Background: an optimization exercise with open tools, aiming at small area and a short achievable clock period. Do not read the settings as production practice.
RTL that was checked went through simulation tests only; none was proved equivalent to the original.
The RTL of run 2 was laid out without a check of its function.

## flow/design.v

```verilog
`timescale 1ns / 100ps
module lzc_17bit (
    input  wire [16:0] in_val,
    output reg  [4:0]  shift_amt,
    output reg         is_zero
);
    always @(*) begin
        is_zero = 1'b0;
        if      (in_val[16]) shift_amt = 5'd0;
        else if (in_val[15]) shift_amt = 5'd1;
        else if (in_val[14]) shift_amt = 5'd2;
        else if (in_val[13]) shift_amt = 5'd3;
        else if (in_val[12]) shift_amt = 5'd4;
        else if (in_val[11]) shift_amt = 5'd5;
        else if (in_val[10]) shift_amt = 5'd6;
        else if (in_val[9])  shift_amt = 5'd7;
        else if (in_val[8])  shift_amt = 5'd8;
        else if (in_val[7])  shift_amt = 5'd9;
        else if (in_val[6])  shift_amt = 5'd10;
        else if (in_val[5])  shift_amt = 5'd11;
        else if (in_val[4])  shift_amt = 5'd12;
        else if (in_val[3])  shift_amt = 5'd13;
        else if (in_val[2])  shift_amt = 5'd14;
        else if (in_val[1])  shift_amt = 5'd15;
        else if (in_val[0])  shift_amt = 5'd16;
        else begin
            shift_amt = 5'd17;
            is_zero = 1'b1;
        end
    end
endmodule
module bf16_mac_core (
    input  wire        clk,
    input  wire        rst_n,
    input  wire        en,
    input  wire [15:0] a,         
    input  wire [15:0] b,         
    input  wire [15:0] c,         
    input  wire        do_relu,   
    output reg  [15:0] d,         
    output reg         valid_out
);
    reg  [15:0] s1_c;
    reg         s1_sign_mul;
    reg  [8:0]  s1_exp_mul; 
    reg  [15:0] s1_mant_mul;
    reg         s1_valid;
    reg         s1_do_relu;
    wire [7:0] mant_a = {1'b1, a[6:0]};  
    wire [7:0] mant_b = {1'b1, b[6:0]};
    always @(posedge clk or negedge rst_n) begin
        if (!rst_n) begin
            s1_valid <= 1'b0;
        end else if (en) begin
            s1_sign_mul <= a[15] ^ b[15];
            s1_exp_mul  <= a[14:7] + b[14:7] - 8'd127;
            s1_mant_mul <= mant_a * mant_b;
            s1_c        <= c;
            s1_do_relu  <= do_relu;
            s1_valid    <= 1'b1;
        end else begin
            s1_valid <= 1'b0;
        end
    end
    reg         s2_sign_res;
    reg  [8:0]  s2_exp_res;
    reg  [16:0] s2_mant_sum; 
    reg         s2_valid;
    reg         s2_do_relu;
    wire        c_sign = s1_c[15];
    wire [8:0]  c_exp  = {1'b0, s1_c[14:7]};
    wire [15:0] c_mant = {1'b1, s1_c[6:0], 8'b0};  
    reg [8:0]  exp_diff;
    reg [8:0]  larger_exp;
    reg [15:0] aligned_mul_mant;
    reg [15:0] aligned_c_mant;
    always @(*) begin
        if (s1_exp_mul > c_exp) begin
            exp_diff         = s1_exp_mul - c_exp;
            larger_exp       = s1_exp_mul;
            aligned_mul_mant = s1_mant_mul;
            aligned_c_mant   = c_mant >> exp_diff;
        end else begin
            exp_diff         = c_exp - s1_exp_mul;
            larger_exp       = c_exp;
            aligned_mul_mant = s1_mant_mul >> exp_diff;
            aligned_c_mant   = c_mant;
        end
    end
    always @(posedge clk or negedge rst_n) begin
        if (!rst_n) begin
            s2_valid <= 1'b0;
        end else begin
            s2_exp_res <= larger_exp;
            if (s1_sign_mul == c_sign) begin
                s2_mant_sum <= aligned_mul_mant + aligned_c_mant;
                s2_sign_res <= s1_sign_mul;
            end else begin
                if (aligned_mul_mant > aligned_c_mant) begin
                    s2_mant_sum <= aligned_mul_mant - aligned_c_mant;
                    s2_sign_res <= s1_sign_mul;
                end else begin
                    s2_mant_sum <= aligned_c_mant - aligned_mul_mant;
                    s2_sign_res <= c_sign;
                end
            end
            s2_do_relu <= s1_do_relu;
            s2_valid   <= s1_valid;
        end
    end
    wire [4:0] shift_amount;
    wire       mant_is_zero;
    lzc_17bit u_lzc (
        .in_val(s2_mant_sum),
        .shift_amt(shift_amount),
        .is_zero(mant_is_zero)
    );
    wire [16:0] norm_mant = s2_mant_sum << shift_amount;
    wire [8:0]  norm_exp  = s2_exp_res - {4'b0, shift_amount};
    always @(posedge clk or negedge rst_n) begin
        if (!rst_n) begin
            valid_out <= 1'b0;
            d         <= 16'b0;
        end else begin
            if (s2_valid) begin
                valid_out <= 1'b1;
                if (mant_is_zero) begin
                    d <= 16'b0;
                end else begin
                    d[15]   <= s2_sign_res;
                    d[14:7] <= norm_exp[7:0];
                    d[6:0]  <= norm_mant[15:9];  
                end
                if (s2_do_relu && s2_sign_res) begin
                    d <= 16'b0;
                end
            end else begin
                valid_out <= 1'b0;
            end
        end
    end
endmodule
module tensor_unit_64bit (
    input  wire        clk,
    input  wire        rst_n,
    input  wire        en,
    input  wire [63:0] vector_a,
    input  wire [63:0] vector_b,
    input  wire [63:0] vector_c,
    input  wire        do_relu,
    output wire [63:0] vector_out,
    output wire        valid_out
);
    wire v0, v1, v2, v3;
    assign valid_out = v0 & v1 & v2 & v3;
    bf16_mac_core lane0 (
        .clk(clk), .rst_n(rst_n), .en(en), .do_relu(do_relu),
        .a(vector_a[15:0]), .b(vector_b[15:0]), .c(vector_c[15:0]),
        .d(vector_out[15:0]), .valid_out(v0)
    );
    bf16_mac_core lane1 (
        .clk(clk), .rst_n(rst_n), .en(en), .do_relu(do_relu),
        .a(vector_a[31:16]), .b(vector_b[31:16]), .c(vector_c[31:16]),
        .d(vector_out[31:16]), .valid_out(v1)
    );
    bf16_mac_core lane2 (
        .clk(clk), .rst_n(rst_n), .en(en), .do_relu(do_relu),
        .a(vector_a[47:32]), .b(vector_b[47:32]), .c(vector_c[47:32]),
        .d(vector_out[47:32]), .valid_out(v2)
    );
    bf16_mac_core lane3 (
        .clk(clk), .rst_n(rst_n), .en(en), .do_relu(do_relu),
        .a(vector_a[63:48]), .b(vector_b[63:48]), .c(vector_c[63:48]),
        .d(vector_out[63:48]), .valid_out(v3)
    );
endmodule
```

## flow/run.sh

```bash
#!/bin/bash
# synth_recipe.tcl (not shown) runs the flow's synth.tcl, then flattens the netlist and writes it again
# the make line also repeats each setting of config.mk as NAME=value (left out here)
make -C /OpenROAD-flow-scripts/flow DESIGN_CONFIG=/design/flow/config.mk WORK_HOME=/design/flow/orfs CLKGATE_MAP_FILE= SYNTH_SCRIPT=/design/flow/synth_recipe.tcl finish
```

## flow/config.mk

```make
export PLATFORM = sky130hd
export DESIGN_NAME = tensor_unit_64bit
export DESIGN_NICKNAME = tensor_unit_64bit
export VERILOG_FILES = /design/flow/design.v
export SDC_FILE = /design/flow/constraint.sdc
export NUM_CORES = 4
export LEC_CHECK = 0
export CAP_MARGIN = 20
export CORE_MARGIN = 2
export CORE_UTILIZATION = 40
export SLEW_MARGIN = 20
```

## flow/constraint.sdc

```tcl
create_clock -name core_clock -period 7.0 [get_ports {clk}]
set_input_delay 1.4000 -clock core_clock [delete_from_list [all_inputs] [get_ports {clk}]]
set_output_delay 1.4000 -clock core_clock [all_outputs]
set_load 0.01 [all_outputs]
```

==> results of run 1 <==
[flip-flops by register name, indices dropped and copies added, names as in the netlist, 8 cells and up]
| signal | count |
|---|---|
| lane0.s1_mant_mul | 16 |
| lane3.s1_mant_mul | 16 |
| lane3.s1_exp_mul | 9 |
| lane0.s2_mant_sum | 17 |
| lane2.d | 16 |
| lane1.s1_c | 16 |
| lane1.d | 16 |
| lane1.s1_mant_mul | 16 |
| lane0.s1_c | 16 |
| lane2.s1_c | 16 |
| lane3.d | 16 |
| lane2.s1_mant_mul | 16 |
| lane2.s2_mant_sum | 17 |
| lane0.d | 16 |
| lane3.s2_mant_sum | 17 |
| lane0.s2_exp_res | 8 |
| lane1.s1_exp_mul | 9 |
| lane1.s2_exp_res | 8 |
| lane3.s1_c | 16 |
| lane3.s2_exp_res | 8 |
| lane0.s1_exp_mul | 9 |
| lane2.s1_exp_mul | 9 |
| lane1.s2_mant_sum | 17 |
| lane2.s2_exp_res | 8 |
[path summary, 6_finish.rpt]
path | startpoint | endpoint | slack (ns) | cells past startpoint
setup / recovery | lane1.s1_c[7] | lane1.s2_mant_sum[16] | 0.52 | 24
hold / removal | lane0.s1_valid | lane0.s2_valid | 0.35 | 0
setup reg to reg | lane1.s1_c[7] | lane1.s2_mant_sum[16] | 0.52 | 24
hold reg to reg | lane0.s1_valid | lane0.s2_valid | 0.35 | 0
max in group asynchronous | rst_n | lane0.d[7] | 5.01 | 2
min in group asynchronous | rst_n | lane2.d[3] | 0.76 | 1
[cell families (layout without fill, tap and decap cells)]
family / Yosys count / count (layout)
AO/OA/AOI/OAI: 1278 / 1278
buffers and inverters: 703 / 939
XOR/XNOR: 202 / 202
adder cells (fa/ha/maj): 648 / 648
multiplexers: 219 / 219
flip-flops: 341 / 341
AND/OR/NAND/NOR: 1276 / 1276
other: 0 / 2
[metrics by stage]
step,utilization (%),hold slack (ns)
3_3_place_gp,44.30,0.3356
2_1_floorplan,-,0.3312
4_1_cts,45.74,0.3495
3_5_place_dp,44.30,0.3363
6_report,45.76,0.3487
5_1_grt,45.75,0.3554
[placed cells by master (no fill, tap or decap), types with 23 or more instances in the layout]
master and instances:
inv_1 521, ha_1 476, nand2_1 359, a21oi_1 327
nor2_1 314, o21ai_0 291, edfxtp_1 274, clkdlybuf4s50_1 259
and2_1 182, fa_1 172, mux2i_1 151, xnor2_1 148
nor3_1 105, a21o_1 72, nor2b_1 70, buf_4 70
dfrtp_1 67, o21bai_1 62, o21a_1 54, xor2_1 53
mux2_2 52, nand2b_1 50, nand3_1 49, clkbuf_16 47
a211oi_1 42, o2bb2ai_1 42, a31oi_1 41, o211ai_1 39
o31ai_1 33, a22o_1 32, and3_1 28, nor4_1 28
or3_1 23
[area by class of cell]
type | count | area [um^2] | share of cell area [%]
clock buffer | 63 | 1276 | 2.745
inverter | 526 | 1974 | 4.247
multi-input combinational | 3623 | 28260 | 60.79
tap | 1368 | 1712 | 3.682
sequential | 341 | 9905 | 21.31
clock inverter | 18 | 183.9 | 0.3957
timing repair buffer | 332 | 3172 | 6.823
antenna | 2 | 5.005 | 0.01077
[timing repair]
| action | CTS | global route |
|---|---|---|
| endpoints found under the hold margin | 0 | 0 |
| buffers inserted | 0 | 0 |
| resized for setup | 0 | 4 |
| hold buffers | 0 | 0 |
| endpoints found under the setup margin | 0 | 16 |
[routing by layer]
metal / vias up / wire length (um)
met4: 2 / 2730
met1: 16570 / 53260
met5: - / 13
li1: 16930 / -
met3: 141 / 6816
met2: 910 / 52440
==> impl_metrics.csv, run 1 <==
group,metric,value,unit
clock_network,numClockSinks,341,
route,drtPass1Iterations,6,
global_routing,grt_max_degree,82,
synth,synthAdderAreaFrac,23.01,%
synth,avgSynthCellArea,8.754,um^2
critical_path,cp.arrival,6.80,ns
timing,rsz0062_at_grt,"false",
placement,place_hpwl,92610,um
route,vias_per_cell,5.508,
synth,ys_top_cells_by_count,"inv_1 (522), ha_1 (476), nand2_1 (359)",
synth,ys_types,95,
die,die-area,104700,um^2
synth,ys_async_sr_fraction,19.65,%
synth,synth_edf_count,274,
critical_path,crit_type,"flip-flop to flip-flop",
placement,dp.cells,6190,
die,ioPinCount,261,
timing,slew_headroom,28.72,%
synth,synth.most_common_cell,"inv_1",
clock_network,clk_pin_slew,0.06,ns
die,row_count,117,
synth,synthXorXnorAreaFrac,4.330,%
critical_path,critPathCaptureType,"flip-flop",
synth,synth_top_family_by_area,"adder cells",
timing,final-setup-viol-count,0,
clock_network,cts_buffers,45,
synth,synth_top_area_share,20.14,%
placement,postPlaceCellArea,45010,um^2
timing,worst_pin_slew,1.062,ns
global_routing,top_usage_layer,"met2",
synth,yosys_most_used_dff,"edfxtp_1",
placement,port_buffers,260,
layout,stdcell_area,46490,um^2
timing,finalHoldViolCount,0,
route,ant_nets,0,
synth,syn-instance-count,4667,
synth,synth_mux_area_share,6.015,%
critical_path,slowest_delay,0.54,ns
layout,num-fill-cells,10010,
synth,seq_area_frac_synth,24.24,%
critical_path,worstPathCellList,"inv_1 -> ha_1 -> fa_1 -> nor2b_4 -> o21ai_4 -> a21o_1 -> a21oi_1 -> a21oi_1 -> o21a_1 -> or4_4 -> or2_1 -> or3_4 -> o211ai_1 -> ha_1 -> nor4b_1 -> o311ai_0 -> nand2_1 -> o211ai_1 -> o21ai_0 -> o31a_1 -> buf_12 -> mux2_2 -> o211ai_1 -> o22ai_1",
timing,fmax,154.3,MHz
die,core,101600,um^2
die,die_h,323.6,um
synth,synth_fp_nets,5511,
synth,yosys.area_share.simple,15.15,%
critical_path,path_buf_inv,2,
timing,tns,0,ns
global_routing,met1_usage,29.82,%
status,outcome,"complete, no violations",
synth,synth_area,40860,um^2
layout,drive_gt1_share,5.384,%
timing,fin_crit_sh,92.59,%
timing,fin_crit,6.481,ns
critical_path,critPathSlowestCell,"or4_4",
hold_path,worstHoldPathType,"flip-flop to flip-flop",
global_routing,grt_pass1_vias,33230,
synth,synth_top_area_cell,"edfxtp_1",
global_routing,grt_util_all_layers,21.59,%
route,num_vias,34550,
flow_run,max-cap-violations,0,
synth,yosys-top-cells-area,"edfxtp_1 (20%), ha_1 (15%), fa_1 (8.4%), inv_1 (4.8%), dfrtp_1 (4.1%)",
clock_network,htree_levels,2,
placement,gp_congestion,0.9435,
critical_path,path_max_fanout,25,
layout,layout.cells.non_filler,6273,
layout,nets,5713,
synth,yosysWarnings,2,
timing,drv_slew,0,
global_routing,grt_pass1_wl,182200,um
clock_network,max-clock-path-buffers,3,
timing,layout_setup_ws,0.5186,ns
global_routing,use_met2,35.22,%
critical_path,cp-start-kind,"flip-flop",
die,die_w,323.6,um
die,start_util,40.21,%
route,routedWlPerCell,18.37,um
clock_network,clk_latency,0.62,ns
route,drtIter0Drc,2508,
synth,synth-compound-area-share,20.56,%
global_routing,antenna_found_initial,1,
synth,ys_ff_latch,341,
route,remaining_drc_errors,0,
global_routing,grt_overflow,0,
critical_path,cpLargestDelayFamily,"compound AO/OA/AOI/OAI gates",
route,drt-total-wl,115300,um
critical_path,critPathRequiredTime,7.31,ns
critical_path,cp_common_cell,"o211ai_1",
placement,pre_cts_ws,0.3572,ns
clock_network,root_buffer,"clkbuf_16",
layout,syn2layout_area_growth,13.78,%
timing,finClkSkew,0.01507,ns
clock_network,cts_tree,"built",
global_routing,met3_usage,3.259,%
==> run 2, diff against run 1 <==
==> flow/design.v (replaced) <==
`timescale 1ns / 100ps
module bf16_mac_lane (
    input  wire        clk,
    input  wire [15:0] a,
    input  wire [15:0] b,
    input  wire [15:0] c,
    input  wire        relu,
    output reg  [15:0] d
);
    reg        r0_sp;
    reg  [8:0] r0_es;        
    reg  [6:0] r0_ma, r0_mb;
    reg [15:0] r0_c;
    reg        r0_relu;
    always @(posedge clk) begin
        r0_sp   <= a[15] ^ b[15];
        r0_es   <= {1'b0, a[14:7]} + {1'b0, b[14:7]} + 9'd1;
        r0_ma   <= a[6:0];
        r0_mb   <= b[6:0];
        r0_c    <= c;
        r0_relu <= relu;
    end
    wire [15:0] prod = {1'b1, r0_ma} * {1'b1, r0_mb};
    wire  [8:0] ep   = r0_es - 9'd128;           
    wire  [8:0] ec   = {1'b0, r0_c[14:7]};
    wire        gt   = ep > ec;
    wire  [8:0] dpc  = ep - ec;
    wire  [8:0] dcp  = ec - ep;
    wire  [8:0] dd   = gt ? dpc : dcp;
    wire  [4:0] sh   = (dd[8:4] != 5'd0) ? 5'd16 : {1'b0, dd[3:0]};
    reg [15:0] r1_p;
    reg  [6:0] r1_mc;
    reg  [4:0] r1_sh;
    reg        r1_gt;
    reg  [7:0] r1_e;
    reg        r1_sp, r1_sc, r1_relu;
    always @(posedge clk) begin
        r1_p    <= prod;
        r1_mc   <= r0_c[6:0];
        r1_sh   <= sh;
        r1_gt   <= gt;
        r1_e    <= gt ? ep[7:0] : ec[7:0];
        r1_sp   <= r0_sp;
        r1_sc   <= r0_c[15];
        r1_relu <= r0_relu;
    end
    wire [15:0] cm = {1'b1, r1_mc, 8'b0};
    wire [15:0] x  = r1_gt ? r1_p : (r1_p >> r1_sh);
    wire [15:0] y  = r1_gt ? (cm >> r1_sh) : cm;
    wire        sub = r1_sp ^ r1_sc;
    wire [16:0] dxy = {1'b0, x} - {1'b0, y};
    wire        neg = dxy[16];
    wire [16:0] sum = sub ? (neg ? ({1'b0, y} - {1'b0, x}) : dxy) : ({1'b0, x} + {1'b0, y});
    wire        sgn = (sub & neg) ? r1_sc : r1_sp;
    reg [4:0] lz;
    integer i;
    always @(*) begin
        lz = 5'd16;
        for (i = 0; i < 17; i = i + 1)
            if (sum[i]) lz = 16 - i;
    end
    wire [16:0] nm   = sum << lz;
    wire  [7:0] ne   = r1_e - {3'b0, lz};
    wire        zero = (sum == 17'd0) | (r1_relu & sgn);
    always @(posedge clk) begin
        d <= zero ? 16'd0 : {sgn, ne, nm[15:9]};
    end
endmodule
module tensor_unit_64bit (
    input  wire        clk,
    input  wire        rst_n,
    input  wire        en,
    input  wire [63:0] vector_a,
    input  wire [63:0] vector_b,
    input  wire [63:0] vector_c,
    input  wire        do_relu,
    output wire [63:0] vector_out,
    output wire        valid_out
);
    reg v0, v1, v2;
    always @(posedge clk or negedge rst_n) begin
        if (!rst_n) begin
            v0 <= 1'b0;
            v1 <= 1'b0;
            v2 <= 1'b0;
        end else begin
            v0 <= en;
            v1 <= v0;
            v2 <= v1;
        end
    end
    assign valid_out = v2;
    genvar g;
    generate
        for (g = 0; g < 4; g = g + 1) begin : lane
            bf16_mac_lane u (
                .clk(clk), .relu(do_relu),
                .a(vector_a[16*g +: 16]), .b(vector_b[16*g +: 16]), .c(vector_c[16*g +: 16]),
                .d(vector_out[16*g +: 16])
            );
        end
    endgenerate
endmodule
==> run 2 against run 1 <==
  * Still clean
  * Register-to-register slack got worse by 0.12 ns
  * First-iteration DRC count grew 8.6%
  * Via count grew 5.6%
  * Clock skew increased by 0.011 ns
  * Die area fell by 1.3%
  * Cell count rose by 5.7%
  * Flip-flop and latch count increased by 44
  * Area after synthesis shrank 1.3%
  * Synthesized cell count is 7.5% higher
  * Critical endpoint is now lane[2].u.d[14]
==> impl_metrics.csv, run 2 <==
group,metric,value,unit
status,outcome,"complete, no violations",
layout,num-fill-cells,9863,
timing,fmax,151.6,MHz
critical_path,r2r_cells,27,
synth,ys_ff_latch,385,
timing,tns,0,ns
timing,drv_slew,0,
timing,fin_crit_sh,94.24,%
placement,place_hpwl,95240,um
synth,ys_top_cells_by_count,"inv_1 (580), ha_1 (454), dfxtp_1 (382)",
global_routing,grt_max_degree,39,
synth,synth.most_common_cell,"inv_1",
critical_path,critPathRequiredTime,7.48,ns
timing,timing.hold.ws,0.3225,ns
synth,yosys_most_used_dff,"dfxtp_1",
layout,layout_common_cells,"inv_1 (580), ha_1 (452), dfxtp_1 (380)",
clock_network,max-clock-path-buffers,3,
die,start_util,40.31,%
synth,synth_top_area_share,18.97,%
global_routing,antenna_found_initial,0,
die,die_w,321.5,um
synth,syn-instance-count,5016,
critical_path,path_depth,27,
synth,yosys-top-cells-area,"dfxtp_1 (19%), ha_1 (14%), fa_1 (8.2%), inv_1 (5.4%), a21oi_1 (3.7%)",
global_routing,grt_util_all_layers,22.32,%
clock_network,clk_pin_slew,0.06,ns
synth,synth_area,40310,um^2
critical_path,cp-endpoint,"lane[2].u.d[14]",
layout,top_regs,"lane.u.d x64, lane.u.r0_c x64, lane.u.r1_p x64",
placement,gp_congestion,0.9500,
clock_network,clk_latency,0.62,ns
critical_path,slowest_delay,0.44,ns
timing,layout_setup_ws,0.4034,ns
synth,synthXorXnorAreaFrac,3.690,%
synth,synth_top_family_by_area,"compound AO/OA/AOI/OAI gates",
route,num_vias,36490,
clock_network,root_buffer,"clkbuf_16",
critical_path,rrSetupSlack,0.40,ns
clock_network,cts_tree,"built",
die,row_count,116,
route,vias_per_cell,5.505,
synth,synth_edf_count,0,
synth,synth_top_area_cell,"dfxtp_1",
critical_path,rr_startpoint,"lane[2].u.r1_sh[0]",
synth,ys_async_sr_fraction,0.7792,%
critical_path,cp_common_cell,"ha_1",
synth,ys_types,122,
timing,finalHoldViolCount,0,
critical_path,critPathSlowestCell,"or3_1",
timing,rsz0062_at_grt,"true",
synth,synthAdderAreaFrac,22.33,%
placement,pre_cts_ws,0.1556,ns
critical_path,critPathCaptureType,"flip-flop",
layout,final_common_cell,"inv_1",
synth,avgSynthCellArea,8.037,um^2
timing,worst_pin_slew,0.8935,ns
critical_path,rr_endpoint,"lane[2].u.d[14]",
synth,yosys.area_share.simple,19.14,%
synth,synth-compound-area-share,22.45,%
die,core,100000,um^2
route,drt-total-wl,117400,um
layout,syn2layout_area_growth,16.05,%
synth,synth_fp_nets,5832,
synth,seq_area_frac_synth,19.16,%
route,routedWlPerCell,17.72,um
layout,drive_gt1_share,8.332,%
critical_path,startpoint,"lane[2].u.r1_sh[0]",
die,die_h,321.5,um
layout,nets,6109,
global_routing,grt_overflow,0,
critical_path,cp.arrival,7.07,ns
route,ant_nets,0,
global_routing,grt_pass1_vias,35190,
critical_path,path_buf_inv,3,
critical_path,cpLargestDelayFamily,"compound AO/OA/AOI/OAI gates",
timing,finClkSkew,0.02591,ns
timing,slew_headroom,40.43,%
route,remaining_drc_errors,0,
clock_network,cts_buffers,47,
timing,fin_crit,6.597,ns
clock_network,numClockSinks,385,
placement,port_buffers,260,
flow_run,max-cap-violations,0,
critical_path,path_max_fanout,34,
hold_path,worstHoldPathType,"flip-flop to flip-flop",
die,ioPinCount,261,
layout,utilization,46.78,%
synth,yosysWarnings,2,
timing,final-setup-viol-count,0,
critical_path,cp-start-kind,"flip-flop",
clock_network,postCtsHoldBufs,0,
route,drtPass1Iterations,6,
route,drtIter0Drc,2723,
global_routing,grt_pass1_wl,189400,um
die,die-area,103300,um^2
clock_network,htree_levels,2,
synth,synth_mux_area_share,5.565,%
critical_path,crit_type,"flip-flop to flip-flop",
run 2: final cells by class:
cell class / instances / area (um^2) / share of cell area (%)
Multi-Input combinational cell: 3834 / 29650 / 63.39
Sequential cell: 385 / 7725 / 16.51
Timing Repair Buffer: 435 / 3954 / 8.451
Inverter: 590 / 2215 / 4.734
Tap cell: 1298 / 1624 / 3.471
Clock buffer: 61 / 1311 / 2.803
Clock inverter: 24 / 297.8 / 0.6365
Antenna cell: 1 / 2.502 / 0.005349
run 2: kinds of logic (layout without fill, tap and decap cells):
logic type      Yosys count  after routing
buf+inv                 797           1110
compound gates         1330           1330
flops                   385            385
fa+ha+maj               620            620
other cells               0              1
simple gates           1512           1512
xor+xnor                169            169
mux                     203            203
run 2: what timing repair did:
action / in CTS / in global routing
buffers inserted: 0 / 6
setup endpoints to repair: 0 / 21
resized for setup: 0 / 28
run 2: worst min path at each step:
stage,end,startpoint,cells past startpoint
floorplan,lane[0].u.r1_mc[0],lane[0].u.r0_c[0],0
global placement,lane[2].u.r1_mc[0],lane[2].u.r0_c[0],0
detailed placement,lane[2].u.r1_mc[0],lane[2].u.r0_c[0],0
CTS,lane[1].u.r1_mc[3],lane[1].u.r0_c[3],0
global route,lane[3].u.r1_mc[1],lane[3].u.r0_c[1],0
finish,lane[1].u.r1_mc[3],lane[1].u.r0_c[3],0
run 2: metrics by stage:
step,area (um^2),cells
finish,46780,6628
detailed placement,45030,6536
global placement,45030,6536
global route,46780,6627
CTS,46640,6621
floorplan,40320,5016
run 2: per-layer routing:
metal	track usage, %	up-vias	part of all wire, %
li1	-	18070	-
met1	30.37	17210	46
met2	36.79	1038	46
met3	3.546	172	5.6
met4	5.504	0	2.2
met5	0	-	0

==> static timing again, ports no longer ideal <==
The flow's constraints put no driver on any port. The routed layouts listed below were extracted and timed again, unchanged, in two steps.
Step 1 assumes that a clkbuf_16 drives the clock port and a buf_2 every other input.
Step 2, shift: input delay + t, output delay - t, t = (earliest + latest rising clock arrival at the registers) / 2. This alone moves slack from input paths to output paths.
Slacks: no drivers / after step 1 / after step 2; pairs: no drivers / after step 1.
run | t (ns) | slack for setup (ns) | hold WS [ns] | slew at the worst register clock pin (ns) | worst slew at a driven data input, ns
run 1 | 0.677 | 0.519 / 0.519 / 0.519 | 0.349 / 0.349 / 0.349 | 0.06 / 0.06 | 0.15
run 2 | 0.678 | 0.403 / 0.403 / 0.403 | 0.322 / 0.322 / 0.322 | 0.06 / 0.06 | 0.08
After both steps setup and hold are still met in every run listed.
